This is an optimization exercise on Yosys and OpenROAD, whose aim is small area, not a production implementation. The RTL was checked by simulation tests, not by an equivalence proof against the original design. No driver is modelled on the clock port, so clocking that relies on it looks cheaper here than on a real chip. No activity file was given, so power comes from the tool's default toggle rates.

Design pdm_mic, start of the top module:
module pdm_mic (
    input wire clk,
    input wire rst,
    input wire enable,
    input wire [15:0] period,
    input wire pdm_data_in,
    output wire pdm_clk_out,
    output wire [15:0] pcm_sample,
    output wire pcm_valid
);
For scale: about 600 cells after synthesis, ~190 flip-flops, ~7100 um2 of cells after synthesis.
export LEC_CHECK = 0
export CAP_MARGIN = 20
export CORE_MARGIN = 2
export CORE_UTILIZATION = 70
export CTS_BUF_LIST = sky130_fd_sc_hd__clkbuf_8
export SLEW_MARGIN = 20
create_clock -name core_clock -period 10.0 [get_ports {clk}]
standard.sh (not shown) runs the stock make flow with config.mk's settings and CLKGATE_MAP_FILE= SYNTH_SCRIPT=/design/flow/synth_recipe.tcl, a recipe that flattens the netlist after the stock synthesis.
==> flow/flow/run.sh <==
#!/bin/bash
# The standard layout (standard.sh), with two changes: the port buffers
# are the smallest buffer cell, and the clock tree uses clkbuf_8 without
# dummy loads. All tool output goes to standard.log here; ORFS keeps its
# per-step logs under orfs/logs.
set -euo pipefail
export BUFFER_PORTS_ARGS="-buffer_cell sky130_fd_sc_hd__buf_1"
export CTS_ARGS="-repair_clock_nets -buf_list sky130_fd_sc_hd__clkbuf_8 -dont_use_dummy_load"
bash standard.sh > standard.log 2>&1
==> next run, changes <==
--- a/flow/flow/run.sh
+++ b/flow/flow/run.sh
@@ -6,4 +6,4 @@
 set -euo pipefail
 export BUFFER_PORTS_ARGS="-buffer_cell sky130_fd_sc_hd__buf_1"
-export CTS_ARGS="-repair_clock_nets -buf_list sky130_fd_sc_hd__clkbuf_8 -dont_use_dummy_load"
+export CTS_ARGS="-sink_clustering_enable -repair_clock_nets -buf_list sky130_fd_sc_hd__clkbuf_8 -dont_use_dummy_load"
 bash standard.sh > standard.log 2>&1
Effect:
- The new run completed with no timing, DRC or antenna violations
- via count does not change
- cell area does not change
- combinational power barely changes
- setup slack does not change
- hold slack stays the same
- total power stays the same
- global-route usage stays the same
==> next run, changes <==
--- a/flow/config.mk
+++ b/flow/config.mk
@@ -6,4 +6,5 @@
 export NUM_CORES = 4
 export LEC_CHECK = 0
+export ABC_AREA = 1
 export CAP_MARGIN = 20
 export CORE_MARGIN = 2
Global-route usage drops by 1.0 points.
First-iteration DRC count falls slightly.
Hold slack is better by 0.0044 ns.

---

## job 101
pdm_mic, a different RTL version from the one above (not shown whole).
Size: ~190 flip-flops, about 38 I/O pins.
export LEC_CHECK = 0
export CAP_MARGIN = 20
export CORE_MARGIN = 2
export CORE_UTILIZATION = 70
export CTS_BUF_LIST = sky130_fd_sc_hd__clkbuf_8
export SLEW_MARGIN = 20
create_clock -name core_clock -period 10.0 [get_ports {clk}]
run.sh (not shown) runs the stock make flow with config.mk's settings and CLKGATE_MAP_FILE= SYNTH_SCRIPT=/design/flow/synth_recipe.tcl, a recipe that flattens the netlist after the stock synthesis.
Stock flow here: none of the scripts above is used.
Both conditions hold for job 101: the flow ran to the end and the final layout passed the timing, DRC and antenna checks.
Changes in job 102 relative to job 101:
- ABC_AREA: unset -> 1
==> flow/flow/run.sh (new file) <==
#!/bin/bash
# The standard layout (standard.sh), with two changes: the port buffers
# are the smallest buffer cell, and the clock tree uses clkbuf_8 without
# dummy loads. All tool output goes to standard.log here; ORFS keeps its
# per-step logs under orfs/logs.
set -euo pipefail
export BUFFER_PORTS_ARGS="-buffer_cell sky130_fd_sc_hd__buf_1"
export CTS_ARGS="-sink_clustering_enable -repair_clock_nets -buf_list sky130_fd_sc_hd__clkbuf_8 -dont_use_dummy_load"
bash standard.sh > standard.log 2>&1
==> flow/standard.sh (new file) <==
#!/bin/bash
# synth_recipe.tcl (not shown) runs the flow's synth.tcl, then flattens the netlist and writes it again
# the make line also repeats each setting of config.mk as NAME=value (left out here)
make -C /OpenROAD-flow-scripts/flow DESIGN_CONFIG=/design/flow/config.mk WORK_HOME=/design/flow/orfs CLKGATE_MAP_FILE= SYNTH_SCRIPT=/design/flow/synth_recipe.tcl "${@:-finish}"
removed: flow/run.sh
Results
- The flow did not stop early for job 102: all stages ran, and the layout cleared the timing, DRC and antenna checks.
- On area of the core region, job 101 loses to job 102.
- Between job 102 and job 101, the total via count in the routed design figures differ only marginally.
- Job 102 against job 101: critical path depth +7; final HPWL from detailed placement moved down.
- Job 101 ended up with sky130_fd_sc_hd__nor2b_1 as its library cell contributing the largest single delay on the critical path; job 102 ended up with sky130_fd_sc_hd__nor2_1.
> inputs changed (job 102 -> job 103)
- a deleted ABC_AREA that had been 1
[summary]
Comparing job 102 and job 103, the lower power was measured on job 103. On multi-input combinational gate total, the lower figure sits with job 102, not job 103. Delta(final cell count, job 103 - job 102) < 0.

---

Another version of the RTL of pdm_mic (not shown whole).
For scale: about 190 flip-flops, roughly 38 I/O pins, about 7100 um^2 of cells after synthesis.
Settings: LEC_CHECK=0, CAP_MARGIN=20, CORE_MARGIN=2, CORE_UTILIZATION=80, CTS_BUF_LIST=sky130_fd_sc_hd__clkbuf_8, SLEW_MARGIN=20; clock period 10.0 ns.
standard.sh (not shown) runs the stock make flow with config.mk's settings and CLKGATE_MAP_FILE= SYNTH_SCRIPT=/design/flow/synth_recipe.tcl, a recipe that flattens the netlist after the stock synthesis.
==> flow/flow/run.sh <==
#!/bin/bash
# The standard layout (standard.sh), with three changes: the port
# buffers are the smallest buffer cell, the clock tree uses clkbuf_8 without
# dummy loads, and after CTS each leaf clock buffer whose estimated sink slew
# allows it becomes clkbuf_4 (flow/clk_downsize.tcl). All tool output goes
# to standard.log here; ORFS keeps its per-step logs under orfs/logs.
set -euo pipefail
export BUFFER_PORTS_ARGS="-buffer_cell sky130_fd_sc_hd__buf_1"
export CTS_ARGS="-sink_clustering_enable -repair_clock_nets -buf_list sky130_fd_sc_hd__clkbuf_8 -dont_use_dummy_load"
export POST_CTS_TCL="$PWD/flow/clk_downsize.tcl"
bash standard.sh > standard.log 2>&1
==> flow/flow/clk_downsize.tcl <==
proc worst_sink_slew {name} {
  set net [get_nets -of_objects [get_pins $name/X]]
  set worst 0
  foreach p [get_pins -of_objects $net] {
    if {[get_property $p direction] == "input"} {
      set s [get_property $p slew_max]
      if {$s > $worst} { set worst $s }
    }
  }
  return $worst
}
set limit 0.115
estimate_parasitics -placement
foreach inst [[ord::get_db_block] getInsts] {
  set name [$inst getName]
  if {[[$inst getMaster] getName] ne "sky130_fd_sc_hd__clkbuf_8"} { continue }
  set net [get_nets -of_objects [get_pins $name/X]]
  # leaf buffers only: every load is a flip-flop clock pin
  set leaf 1
  foreach p [get_pins -of_objects $net] {
    if {[get_property $p direction] == "input" && ![string match "*/CLK" [get_full_name $p]]} { set leaf 0 }
  }
  if {!$leaf} { continue }
  replace_cell $name sky130_fd_sc_hd__clkbuf_4
  estimate_parasitics -placement
  set s [worst_sink_slew $name]
  if {$s > $limit} {
    replace_cell $name sky130_fd_sc_hd__clkbuf_8
    estimate_parasitics -placement
    puts "clk_downsize: $name kept clkbuf_8 ([format %.1f [expr {$s * 1000}]] ps with clkbuf_4)"
  } else {
    puts "clk_downsize: $name now clkbuf_4 ([format %.1f [expr {$s * 1000}]] ps)"
  }
}
The starting point went through all stages and came out clean.
Edit:
CORE_UTILIZATION = 70   (was 80)
After rerunning:
- The new run produced a clean layout
- routed wire length shrinks by 10%
- synthesized cell count stays the same
- synthesized area is unchanged
Edit:
==> flow/flow/run.sh (replaced) <==
#!/bin/bash
# The standard layout (standard.sh), with two changes: the port buffers
# are the smallest buffer cell, and the clock tree uses clkbuf_8 without
# dummy loads. All tool output goes to standard.log here; ORFS keeps its
# per-step logs under orfs/logs.
set -euo pipefail
export BUFFER_PORTS_ARGS="-buffer_cell sky130_fd_sc_hd__buf_1"
export CTS_ARGS="-sink_clustering_enable -repair_clock_nets -buf_list sky130_fd_sc_hd__clkbuf_8 -dont_use_dummy_load"
bash standard.sh > standard.log 2>&1
removed: flow/flow/clk_downsize.tcl
Outcome: The changed run produced a clean layout. Final cell count does not change. Core utilization went up by 0.38 points. Register-to-register slack is better by 60 ps. Global-route usage stays flat. Wire length went up slightly. Count of clock-buffer cells in the layout does not change. Combinational power stays flat.

---

Another version of the RTL of pdm_mic (not shown whole).
Size in the first run: about 730 cells after synthesis, roughly 190 flip-flops, ~7400 um2 of cells after synthesis.
export LEC_CHECK = 0
export CAP_MARGIN = 20
export CORE_MARGIN = 2
export CORE_UTILIZATION = 40
export CTS_BUF_LIST = sky130_fd_sc_hd__clkbuf_8
export SLEW_MARGIN = 20
create_clock -name core_clock -period 10.0 [get_ports {clk}]
run.sh (not shown) runs the stock make flow with config.mk's settings and CLKGATE_MAP_FILE= SYNTH_SCRIPT=/design/flow/synth_recipe.tcl, a recipe that flattens the netlist after the stock synthesis.
Stock flow here: none of the scripts above is used.
Edit:
--- a/flow/config.mk
+++ b/flow/config.mk
@@ -9,4 +9,4 @@
 export CORE_MARGIN = 2
-export CORE_UTILIZATION = 40
-export CTS_BUF_LIST = sky130_fd_sc_hd__clkbuf_8
+export CORE_UTILIZATION = 70
+export CTS_BUF_LIST = sky130_fd_sc_hd__clkbuf_4 sky130_fd_sc_hd__clkbuf_8
 export SLEW_MARGIN = 20
Result: The changed run produced a clean layout; total power decreases by about 5.6%; worst setup slack is better by 0.30 ns; combinational power stays flat; non-clock buffer count is unchanged; die area shrinks by about 40%; final cell count drops by 9.2%.
Edit:
--- a/flow/config.mk
+++ b/flow/config.mk
@@ -10,3 +10,3 @@
 export CORE_UTILIZATION = 70
-export CTS_BUF_LIST = sky130_fd_sc_hd__clkbuf_4 sky130_fd_sc_hd__clkbuf_8
+export CTS_BUF_LIST = sky130_fd_sc_hd__clkbuf_8
 export SLEW_MARGIN = 20
Fmax does not change.
Worst hold slack stays the same.
Clock-buffer cell count is unchanged.
Cell area is unchanged.
Edit:
--- a/flow/config.mk
+++ b/flow/config.mk
@@ -9,4 +9,3 @@
 export CORE_MARGIN = 2
-export CORE_UTILIZATION = 70
-export CTS_BUF_LIST = sky130_fd_sc_hd__clkbuf_8
+export CORE_UTILIZATION = 40
 export SLEW_MARGIN = 20
Core utilization falls by 32 points; non-clock buffer count is unchanged; synthesized cell count stays the same; power rises by about a fifth; die area increases by well over a third; hold slack degrades by 0.0042 ns; clock skew stays flat; area after synthesis does not change; combinational power came out higher slightly.

port drivers added, routing unchanged:
The results above use ideal ports. As a check the final layouts listed here were re-extracted and re-timed, cells and wires unchanged. Step 1 (the two cells are an assumption about what drives the block):
set clk [get_ports {clk}]
set_driving_cell -lib_cell sky130_fd_sc_hd__clkbuf_16 $clk
set_driving_cell -lib_cell sky130_fd_sc_hd__buf_2 [delete_from_list [all_inputs] $clk]
Step 2 times the ports against the registers' clock, not the clock port: input delays grow and output delays shrink by t, the midpoint of the rising clock arrivals with the driver on. a / b / c = ideal ports / drivers / drivers and shift; a / b = the first two.
| run | t, ns | setup WS [ns] | hold slack, ns | worst register clock-pin slew, ns | worst slew at a driven data input, ns |
|---|---|---|---|---|---|
| the first run of note 1 | 0.458 | 2.526 / 2.541 / 2.083 | 0.314 / 0.314 / 0.314 | 0.09 / 0.09 | 0.03 |
| the second run of note 1 | 0.458 | 2.526 / 2.541 / 2.083 | 0.314 / 0.314 / 0.314 | 0.09 / 0.09 | 0.03 |
| the third run of note 1 | 0.466 | 2.520 / 2.538 / 2.072 | 0.319 / 0.319 / 0.319 | 0.10 / 0.10 | 0.03 |
| job 101 | 0.477 | 2.164 / 2.174 / 1.696 | 0.331 / 0.331 / 0.331 | 0.09 / 0.09 | 0.05 |
| job 102 | 0.472 | 2.052 / 2.066 / 1.594 | 0.315 / 0.315 / 0.315 | 0.09 / 0.09 | 0.04 |
| job 103 | 0.463 | 2.708 / 2.725 / 2.262 | 0.305 / 0.305 / 0.305 | 0.10 / 0.10 | 0.03 |
| the first run of note 3 | 0.455 | 2.221 / 2.234 / 1.779 | 0.292 / 0.292 / 0.292 | 0.11 / 0.11 | 0.03 |
| the second run of note 3 | 0.467 | 2.524 / 2.540 / 2.074 | 0.300 / 0.300 / 0.300 | 0.12 / 0.12 | 0.03 |
| the third run of note 3 | 0.469 | 2.544 / 2.558 / 2.089 | 0.315 / 0.315 / 0.315 | 0.09 / 0.09 | 0.03 |
| the first run of note 4 | 0.488 | 2.297 / 2.297 / 1.809 | 0.325 / 0.325 / 0.325 | 0.09 / 0.09 | 0.04 |
| the second run of note 4 | 0.492 | 2.598 / 2.611 / 2.119 | 0.325 / 0.325 / 0.325 | 0.09 / 0.09 | 0.03 |
| the third run of note 4 | 0.492 | 2.598 / 2.611 / 2.119 | 0.325 / 0.325 / 0.325 | 0.09 / 0.09 | 0.03 |
| the fourth run of note 4 | 0.465 | 2.257 / 2.264 / 1.799 | 0.321 / 0.321 / 0.321 | 0.07 / 0.07 | 0.04 |
After both steps setup and hold are still met in every run listed. For the first run of note 4, which loses most, drivers alone change the setup slack by 0.000 ns; drivers and shift together by -0.488 ns.
